Background: an optimization exercise with open tools, aiming at small area, a short achievable clock period and few clock cycles. Do not read the settings as production practice.
Where RTL was checked, it was by simulation tests only, not by an equivalence proof against the original.

## P
==> flow/design.v (excerpt) <==
module sa_accel (
    input  logic        clk,
    input  logic        rst_n,
    input  logic        start_all,
    input  logic [7:0]  k_param,
    input  logic        out_mode,
    input  logic [7:0]  row_shape,
    input  logic [7:0]  col_shape,
    output logic        done_all,
    output logic        ren_n,
    output logic [12:0] raddr_row,
    input  logic [31:0] rdata_row,
    output logic [12:0] raddr_col,
    input  logic [31:0] rdata_col,
    output logic        wen_n,
    output logic [12:0] waddr,
    output logic [31:0] data_out
);
Size in the first run: roughly 6,800 cells after synthesis, about 170 I/O pins, ~0.067 sq mm of cells after synthesis.
Settings: LEC_CHECK=0, CAP_MARGIN=20, CORE_MARGIN=2, CORE_UTILIZATION=40, CTS_CLUSTER_DIAMETER=100, CTS_CLUSTER_SIZE=24, SLEW_MARGIN=20; clock period 11.0 ns.
standard.sh (not shown) runs the stock make flow with config.mk's settings and CLKGATE_MAP_FILE= SYNTH_SCRIPT=/design/flow/synth_recipe.tcl, a recipe that flattens the netlist after the stock synthesis.
==> flow/flow/run.sh <==
#!/bin/bash
set -euo pipefail
bash standard.sh SETUP_SLACK_MARGIN=${MARGIN:-7.3} SYNTH_ARGS=-noabc \
  "BUFFER_PORTS_ARGS=-buffer_cell sky130_fd_sc_hd__buf_4" finish > standard.log 2>&1
Testbench counts of P, summed over its fixed seeds: cycles 206,522.
What R does differently from P at the input level:
- CORE_UTILIZATION: 40 -> 60
- PLACE_DENSITY: unset -> 0.72
==> flow/flow/run.sh <==
#!/bin/bash
set -euo pipefail
bash standard.sh SETUP_SLACK_MARGIN=${MARGIN:-7.5} SYNTH_ARGS=-noabc \
  "BUFFER_PORTS_ARGS=-buffer_cell sky130_fd_sc_hd__buf_4" finish > standard.log 2>&1
--- outcome ---
Compared to P, R has time the final worst path needs with I/O delays and setup 150 ps lower.
Run comparison: P global-route layer with the greatest usage met1; R global-route layer with the greatest usage met2
On maximum frequency: between P and R, it ends up lower for P.
NOTE via count of the routed design P->R increased by a few percent
R ended with more detailed-routed wire length on met3 than P.
The total wire length after detailed routing was comparable across P and R.
Cell count: R vs P down about 8%

* * *

sa_accel again, from the RTL that the note above started with.
==> flow/config.mk <==
export PLATFORM = sky130hd
export DESIGN_NAME = sa_accel
export DESIGN_NICKNAME = sa_accel
export VERILOG_FILES = /design/flow/design.v
export SDC_FILE = /design/flow/constraint.sdc
export NUM_CORES = 4
export LEC_CHECK = 0
export CAP_MARGIN = 20
export CORE_MARGIN = 2
export CORE_UTILIZATION = 40
export CTS_CLUSTER_DIAMETER = 100
export CTS_CLUSTER_SIZE = 24
export SLEW_MARGIN = 20
==> flow/constraint.sdc <==
create_clock -name core_clock -period 11.0 [get_ports {clk}]
set_input_delay 2.2000 -clock core_clock [delete_from_list [all_inputs] [get_ports {clk}]]
set_output_delay 2.2000 -clock core_clock [all_outputs]
set_load 0.01 [all_outputs]
==> flow/flow/run.sh <==
#!/bin/bash
set -euo pipefail
bash standard.sh SETUP_SLACK_MARGIN=${MARGIN:-7.5} SYNTH_ARGS=-noabc \
  "BUFFER_PORTS_ARGS=-buffer_cell sky130_fd_sc_hd__buf_4" finish > standard.log 2>&1
The baseline went through all stages and came out clean.
Testbench counts at the start, summed over its fixed seeds: cycles 206,522.
Edit:
==> flow/flow/run.sh (replaced) <==
#!/bin/bash
set -euo pipefail
bash standard.sh SETUP_SLACK_MARGIN=${MARGIN:-7.65} SYNTH_ARGS=-noabc \
  "BUFFER_PORTS_ARGS=-buffer_cell sky130_fd_sc_hd__buf_4" finish > standard.log 2>&1
--- a/flow/config.mk
+++ b/flow/config.mk
@@ -10 +10 @@
-export CORE_UTILIZATION = 40
+export CORE_UTILIZATION = 60
@@ -12,0 +13 @@
+export PLACE_DENSITY = 0.72
The new run produced a clean layout.
Clock skew hardly moves.
Sequential cell count is unchanged.
Via count is higher by 4.6%.
Edit:
==> flow/flow/run.sh (replaced) <==
#!/bin/bash
set -euo pipefail
bash standard.sh SETUP_SLACK_MARGIN=${MARGIN:-7.5} SYNTH_ARGS=-noabc \
  "BUFFER_PORTS_ARGS=-buffer_cell sky130_fd_sc_hd__buf_4" finish > standard.log 2>&1
--- a/flow/config.mk
+++ b/flow/config.mk
@@ -7,0 +8 @@
+export ABC_AREA = 1
@@ -10 +11 @@
-export CORE_UTILIZATION = 60
+export CORE_UTILIZATION = 40
@@ -13 +13,0 @@
-export PLACE_DENSITY = 0.72
Outcome: Routed wire length is higher by 7.1%; final area is lower by 1.7%; non-clock buffer count is lower by 131.

* * *

Another version of the RTL of sa_accel (not shown whole).
Size in the first run: roughly 9,100 cells after synthesis, roughly 710 flip-flops, ~170 I/O pins, ~91,000 µm² of cells after synthesis.
clock: 11.0 ns
lec_check: 0
abc_clock_period_in_ps: 3000
cap_margin: 20
core_margin: 2
core_utilization: 40
setup_slack_margin: 5
slew_margin: 20
run.sh (not shown) runs the stock make flow with config.mk's settings and CLKGATE_MAP_FILE= SYNTH_SCRIPT=/design/flow/synth_recipe.tcl, a recipe that flattens the netlist after the stock synthesis.
Stock flow here: none of the scripts above is used.
The first run passed the timing, design-rule and antenna checks.
Testbench counts at the start, summed over its fixed seeds: cycles 206,458.
==> next run, changes <==
--- a/flow/config.mk
+++ b/flow/config.mk
@@ -8 +7,0 @@
-export ABC_CLOCK_PERIOD_IN_PS = 3000
@@ -12 +10,0 @@
-export SETUP_SLACK_MARGIN = 5
After rerunning: First-iteration DRC count is higher by about 8%; final cell count is lower by 0.47%; clock-buffer cell count is higher by 2; hold slack is about the same; final area is lower by 1.2%; worst setup slack got worse by 1600 ps; sequential cell count is unchanged; utilization is lower by 0.55 points; area after synthesis stays the same.

* * *

Another version of the RTL of sa_accel (not shown whole).
Size in the first run: about 7500 cells after synthesis, roughly 930 flip-flops, about 170 I/O pins, about 0.069 mm^2 of cells after synthesis.
clock: 11.0 ns
lec_check: 0
cap_margin: 20
core_margin: 2
core_utilization: 40
slew_margin: 20
standard.sh (not shown) runs the stock make flow with config.mk's settings and CLKGATE_MAP_FILE= SYNTH_SCRIPT=/design/flow/synth_recipe.tcl, a recipe that flattens the netlist after the stock synthesis.
==> flow/flow/run.sh <==
#!/bin/bash
set -euo pipefail
bash standard.sh SETUP_SLACK_MARGIN=7.5 "BUFFER_PORTS_ARGS=-buffer_cell sky130_fd_sc_hd__buf_4" finish > standard.log 2>&1
Next try:
==> flow/flow/run.sh (replaced) <==
#!/bin/bash
set -euo pipefail
bash standard.sh SETUP_SLACK_MARGIN=7 "BUFFER_PORTS_ARGS=-buffer_cell sky130_fd_sc_hd__buf_4" finish > standard.log 2>&1
=> The changed run completed with no timing, DRC or antenna violations; first-iteration DRC count is lower by 12%; final area is lower by 4.5%; cell count is lower by 1.3%; area after synthesis does not change; routed wire length is lower by 7.6%; sequential share of layout area is higher by 0.85 points; global-route usage is lower by 0.20 points; core utilization is lower by 2.1 points; clock-buffer cell count is higher by 1.
Next try:
Settings changed: CTS_CLUSTER_DIAMETER from default to 100, CTS_CLUSTER_SIZE from default to 24.
Design area goes down by 2.9%.
Via count fell by 0.99%.
Register-to-register slack degrades by 20 ps.
Synthesized cell count is unchanged.
Non-clock buffer count stays the same.
Count of clock-buffer cells in the layout falls by 82.
Sequential cell count is unchanged.
Final cell count drops by 1.3%.
Maximum frequency goes down by 0.47%.
No run of this note included a check of the RTL's function; only the layout flow was run.

* * *

run A:
Another version of the RTL of sa_accel (not shown whole).
Size in the first run: roughly 6800 cells after synthesis, ~930 flip-flops, about 67000 µm² of cells after synthesis.
Settings: LEC_CHECK=0, CAP_MARGIN=20, CORE_MARGIN=2, CORE_UTILIZATION=40, CTS_CLUSTER_DIAMETER=100, CTS_CLUSTER_SIZE=24, SLEW_MARGIN=20; clock period 11.0 ns.
==> flow/flow/run.sh <==
#!/bin/bash
set -euo pipefail
bash standard.sh SETUP_SLACK_MARGIN=${MARGIN:-7.8} SYNTH_ARGS=-noabc \
  "BUFFER_PORTS_ARGS=-buffer_cell sky130_fd_sc_hd__buf_4" finish > standard.log 2>&1
Testbench counts of run A, summed over its fixed seeds: cycles 206,522.
Input changes introduced in run B (baseline for comparison: run A):
- a change of CORE_UTILIZATION from 40 to 60
- an added PLACE_DENSITY of 0.72
==> flow/flow/run.sh <==
#!/bin/bash
set -euo pipefail
bash standard.sh SETUP_SLACK_MARGIN=${MARGIN:-7.5} SYNTH_ARGS=-noabc \
  "BUFFER_PORTS_ARGS=-buffer_cell sky130_fd_sc_hd__buf_4" finish > standard.log 2>&1
--- outcome ---
Transition time at the pin with the least slew margin in run B is 8.6 ps higher than in run A
As far as area fraction in and, or, nand and nor cells after synthesis goes, run A and run B are indistinguishable; the numbers are identical.
Compared with run A, run B shows inserted tap cell count lower by 716.
Run comparison: run A top routing layer in use met5; run B top routing layer in use met4
Relative to run A, wire length after detailed routing has gone down in run B.
Note that the summed area of non-filler cells in the final layout recorded for run B amounts to 0.922 times the value seen in run A.
Measured against each other, run B and run A differ in layout clock buffer count, the higher figure coming from run A.
When run B is measured against run A, its die width turns out about 18% lower.
Note that the floorplan core area recorded for run A amounts to 1.5 times the value seen in run B.
A critical path launch point of u_SA.u_skew.bd_col[6]$_DFF_P_ is what run B shows, while u_SA.u_skew.bd_col[5]$_DFF_P_ belongs to run A.
Input changes introduced in run C (baseline for comparison: run B):
- a change of CORE_UTILIZATION from 60 to 40
- a deleted PLACE_DENSITY that had been 0.72
- Run C finished all stages; the layout is clean.
- Last element of the critical path: u_SA.u_array.g_m[0].g_x[1].u_pe.cpend[1]$_DFF_P_ -> run B, u_SA.u_array.g_m[1].g_x[1].u_pe.cpend[2]$_DFF_P_ -> run C
- [compare] base=run B new=run C: cell count increased by 9.1% relative to the old numbers, fmax picked up an extra about 0.75%, well tap count up 48%, clock insertion delay at the later pin of the skew report held steady, worst-case setup margin in the final layout increased by 26 ps relative to the old numbers.

* * *

sa_accel, a different RTL version from the one above (not shown whole).
Size in the first run: about 770 flip-flops, about 170 I/O pins, about 0.066 mm2 of cells after synthesis.
==> flow/config.mk <==
export PLATFORM = sky130hd
export DESIGN_NAME = sa_accel
export DESIGN_NICKNAME = sa_accel
export VERILOG_FILES = /design/flow/design.v
export SDC_FILE = /design/flow/constraint.sdc
export NUM_CORES = 4
export LEC_CHECK = 0
export CAP_MARGIN = 20
export CORE_MARGIN = 2
export CORE_UTILIZATION = 40
export SLEW_MARGIN = 20
==> flow/constraint.sdc <==
create_clock -name core_clock -period 11.0 [get_ports {clk}]
set_input_delay 2.2000 -clock core_clock [delete_from_list [all_inputs] [get_ports {clk}]]
set_output_delay 2.2000 -clock core_clock [all_outputs]
set_load 0.01 [all_outputs]
run.sh (not shown) runs the stock make flow with config.mk's settings and CLKGATE_MAP_FILE= SYNTH_SCRIPT=/design/flow/synth_recipe.tcl, a recipe that flattens the netlist after the stock synthesis.
Stock flow here: none of the scripts above is used.
The starting point completed without violations.
Testbench counts at the start, summed over its fixed seeds: cycles 206,490.
Next try:
==> flow/flow/run.sh (new file) <==
#!/bin/bash
set -e
export SETUP_SLACK_MARGIN=${FLOW_SETUP_MARGIN:-7}
bash standard.sh > standard.log 2>&1
==> flow/standard.sh (new file) <==
#!/bin/bash
# synth_recipe.tcl (not shown) runs the flow's synth.tcl, then flattens the netlist and writes it again
# the make line also repeats each setting of config.mk as NAME=value (left out here)
make -C /OpenROAD-flow-scripts/flow DESIGN_CONFIG=/design/flow/config.mk WORK_HOME=/design/flow/orfs CLKGATE_MAP_FILE= SYNTH_SCRIPT=/design/flow/synth_recipe.tcl "${@:-finish}"
removed: flow/run.sh
What happened: Die area is unchanged. Flip-flop and latch count stays the same. Hold slack hardly moves.

* * *

Another version of the RTL of sa_accel (not shown whole).
Size: about 920 flip-flops, ~170 I/O pins, about 0.066 mm^2 of cells after synthesis.
Settings: LEC_CHECK=0, CAP_MARGIN=20, CORE_MARGIN=2, CORE_UTILIZATION=40, CTS_CLUSTER_DIAMETER=100, CTS_CLUSTER_SIZE=24, SLEW_MARGIN=20; clock period 11.0 ns.
standard.sh (not shown) runs the stock make flow with config.mk's settings and CLKGATE_MAP_FILE= SYNTH_SCRIPT=/design/flow/synth_recipe.tcl, a recipe that flattens the netlist after the stock synthesis.
==> flow/flow/run.sh <==
#!/bin/bash
set -euo pipefail
bash standard.sh SETUP_SLACK_MARGIN=${MARGIN:-7.3} SYNTH_ARGS=-noabc \
  "BUFFER_PORTS_ARGS=-buffer_cell sky130_fd_sc_hd__buf_4" finish > standard.log 2>&1
The baseline produced a clean layout.
Change:
==> flow/flow/run.sh (replaced) <==
#!/bin/bash
set -euo pipefail
bash standard.sh SETUP_SLACK_MARGIN=${MARGIN:-7.5} SYNTH_ARGS=-noabc \
  "BUFFER_PORTS_ARGS=-buffer_cell sky130_fd_sc_hd__buf_4" finish > standard.log 2>&1
Result: The new run went through all stages and came out clean. Cell count rose by 2.0%. Die area stays the same. Flip-flop and latch count does not change.
No functional check of the RTL was part of any run of this note.

* * *

Another version of the RTL of sa_accel (not shown whole).
Size in the first run: ~1000 flip-flops.
export LEC_CHECK = 0
export CAP_MARGIN = 20
export CORE_MARGIN = 2
export CORE_UTILIZATION = 60
export CTS_CLUSTER_DIAMETER = 100
export CTS_CLUSTER_SIZE = 24
export PLACE_DENSITY = 0.72
export SLEW_MARGIN = 20
create_clock -name core_clock -period 11.0 [get_ports {clk}]
==> flow/flow/run.sh <==
#!/bin/bash
set -euo pipefail
bash standard.sh SETUP_SLACK_MARGIN=${MARGIN:-7.5} SYNTH_ARGS=-noabc \
  "BUFFER_PORTS_ARGS=-buffer_cell sky130_fd_sc_hd__buf_4" finish > standard.log 2>&1
==> next run, changes <==
==> flow/flow/run.sh (replaced) <==
#!/bin/bash
set -euo pipefail
bash standard.sh SETUP_SLACK_MARGIN=${MARGIN:-7.6} SYNTH_ARGS=-noabc \
  "BUFFER_PORTS_ARGS=-buffer_cell sky130_fd_sc_hd__buf_4" finish > standard.log 2>&1
Result: Wire length climbs by 6.5%. Cell area climbs by 3.4%.
No run of this note included a check of the RTL's function; only the layout flow was run.

* * *

the previous run:
Another version of the RTL of sa_accel (not shown whole).
For scale: about 850 flip-flops, roughly 67,000 µm² of cells after synthesis.
==> flow/config.mk <==
export PLATFORM = sky130hd
export DESIGN_NAME = sa_accel
export DESIGN_NICKNAME = sa_accel
export VERILOG_FILES = /design/flow/design.v
export SDC_FILE = /design/flow/constraint.sdc
export NUM_CORES = 4
export LEC_CHECK = 0
export CAP_MARGIN = 20
export CORE_MARGIN = 2
export CORE_UTILIZATION = 40
export SLEW_MARGIN = 20
==> flow/constraint.sdc <==
create_clock -name core_clock -period 11.0 [get_ports {clk}]
set_input_delay 2.2000 -clock core_clock [delete_from_list [all_inputs] [get_ports {clk}]]
set_output_delay 2.2000 -clock core_clock [all_outputs]
set_load 0.01 [all_outputs]
==> flow/flow/run.sh <==
#!/bin/bash
set -euo pipefail
bash standard.sh SETUP_SLACK_MARGIN=7 "BUFFER_PORTS_ARGS=-buffer_cell sky130_fd_sc_hd__buf_4" finish > standard.log 2>&1
Testbench counts of the previous run, summed over its fixed seeds: cycles 206,522.
For the current run, these inputs were changed with respect to the previous run:
==> flow/flow/run.sh <==
#!/bin/bash
set -euo pipefail
bash standard.sh SETUP_SLACK_MARGIN=7.5 "BUFFER_PORTS_ARGS=-buffer_cell sky130_fd_sc_hd__buf_4" finish > standard.log 2>&1
### Flow results
Between the previous run and the current run, the flow reports via count increasing by a little under 10%.
fa_1 as the slowest cell on the critical path was reported by the current run, and dfrtp_4 by the previous run.
As far as post-synthesis share of cell area spent on xor and xnor gates goes, the previous run and the current run are indistinguishable; the numbers are identical.
The current run vs. the previous run: depth of the critical timing path with buffers and inverters included went up, area of the multi-input gates went up, via count of the first global-routing pass went up, cell count went up, part of the cycle the worst path needs went down.

-- port drivers added, routing unchanged --
The results above use ideal ports. As a check the final layouts listed here were re-extracted and re-timed, cells and wires unchanged.
Step 1 sets driving cells, clkbuf_16 on the clock port and buf_2 on the other inputs (assumed; they add their load-dependent delay and slew).
Step 2 times the ports against the registers' clock, not the clock port: input delays grow and output delays shrink by t, the midpoint of the rising clock arrivals with the driver on.
a / b / c = no drivers / after step 1 / after step 2; a / b = the first two.
run	t, ns	setup WS [ns]	worst hold slack (ns)	latest minus earliest clock arrival (ns)
P	0.761	7.381 / 7.304 / 7.419	0.327 / 0.327 / 0.327	0.046 / 0.046
R	0.769	7.530 / 7.450 / 7.491	0.334 / 0.334 / 0.334	0.036 / 0.036
the first run of note 2	0.764	7.544 / 7.468 / 7.441	0.302 / 0.302 / 0.302	0.062 / 0.063
the second run of note 2	0.752	7.577 / 7.503 / 7.487	0.335 / 0.335 / 0.335	0.055 / 0.055
the third run of note 2	0.772	7.537 / 7.467 / 7.522	0.332 / 0.332 / 0.332	0.074 / 0.075
the first run of note 3	0.772	5.189 / 5.189 / 4.958	0.318 / 0.318 / 0.318	0.047 / 0.047
the second run of note 3	0.787	3.610 / 3.610 / 3.610	0.320 / 0.320 / 0.320	0.027 / 0.028
the first run of note 4	0.822	7.378 / 7.297 / 7.241	0.328 / 0.328 / 0.328	0.054 / 0.054
the second run of note 4	0.828	7.202 / 7.202 / 7.202	0.325 / 0.325 / 0.325	0.075 / 0.075
the third run of note 4	0.768	7.184 / 7.184 / 7.184	0.320 / 0.320 / 0.320	0.050 / 0.050
run A	0.771	7.514 / 7.514 / 7.413	0.334 / 0.334 / 0.334	0.036 / 0.036
run B	0.746	7.474 / 7.462 / 7.388	0.297 / 0.297 / 0.297	0.051 / 0.051
run C	0.760	7.500 / 7.453 / 7.314	0.331 / 0.331 / 0.331	0.072 / 0.073
the first run of note 6	0.807	5.686 / 5.686 / 5.686	0.324 / 0.324 / 0.324	0.041 / 0.040
the second run of note 6	0.789	6.848 / 6.848 / 6.835	0.325 / 0.325 / 0.325	0.022 / 0.022
the first run of note 7	0.764	7.324 / 7.324 / 7.324	0.328 / 0.328 / 0.328	0.065 / 0.065
the second run of note 7	0.769	7.401 / 7.401 / 7.401	0.334 / 0.334 / 0.334	0.049 / 0.048
the first run of note 8	0.766	7.500 / 7.422 / 7.254	0.327 / 0.327 / 0.327	0.049 / 0.049
the second run of note 8	0.792	7.508 / 7.427 / 7.415	0.331 / 0.331 / 0.331	0.033 / 0.033
the previous run	0.825	7.151 / 7.095 / 7.151	0.326 / 0.326 / 0.326	0.083 / 0.083
the current run	0.822	7.333 / 7.258 / 7.244	0.326 / 0.326 / 0.326	0.098 / 0.098
After both steps setup and hold are still met in every run listed. For the first run of note 8, which loses most, drivers alone change the setup slack by -0.078 ns; drivers and shift together by -0.246 ns. The worst setup slack also covers recovery checks on asynchronous resets.
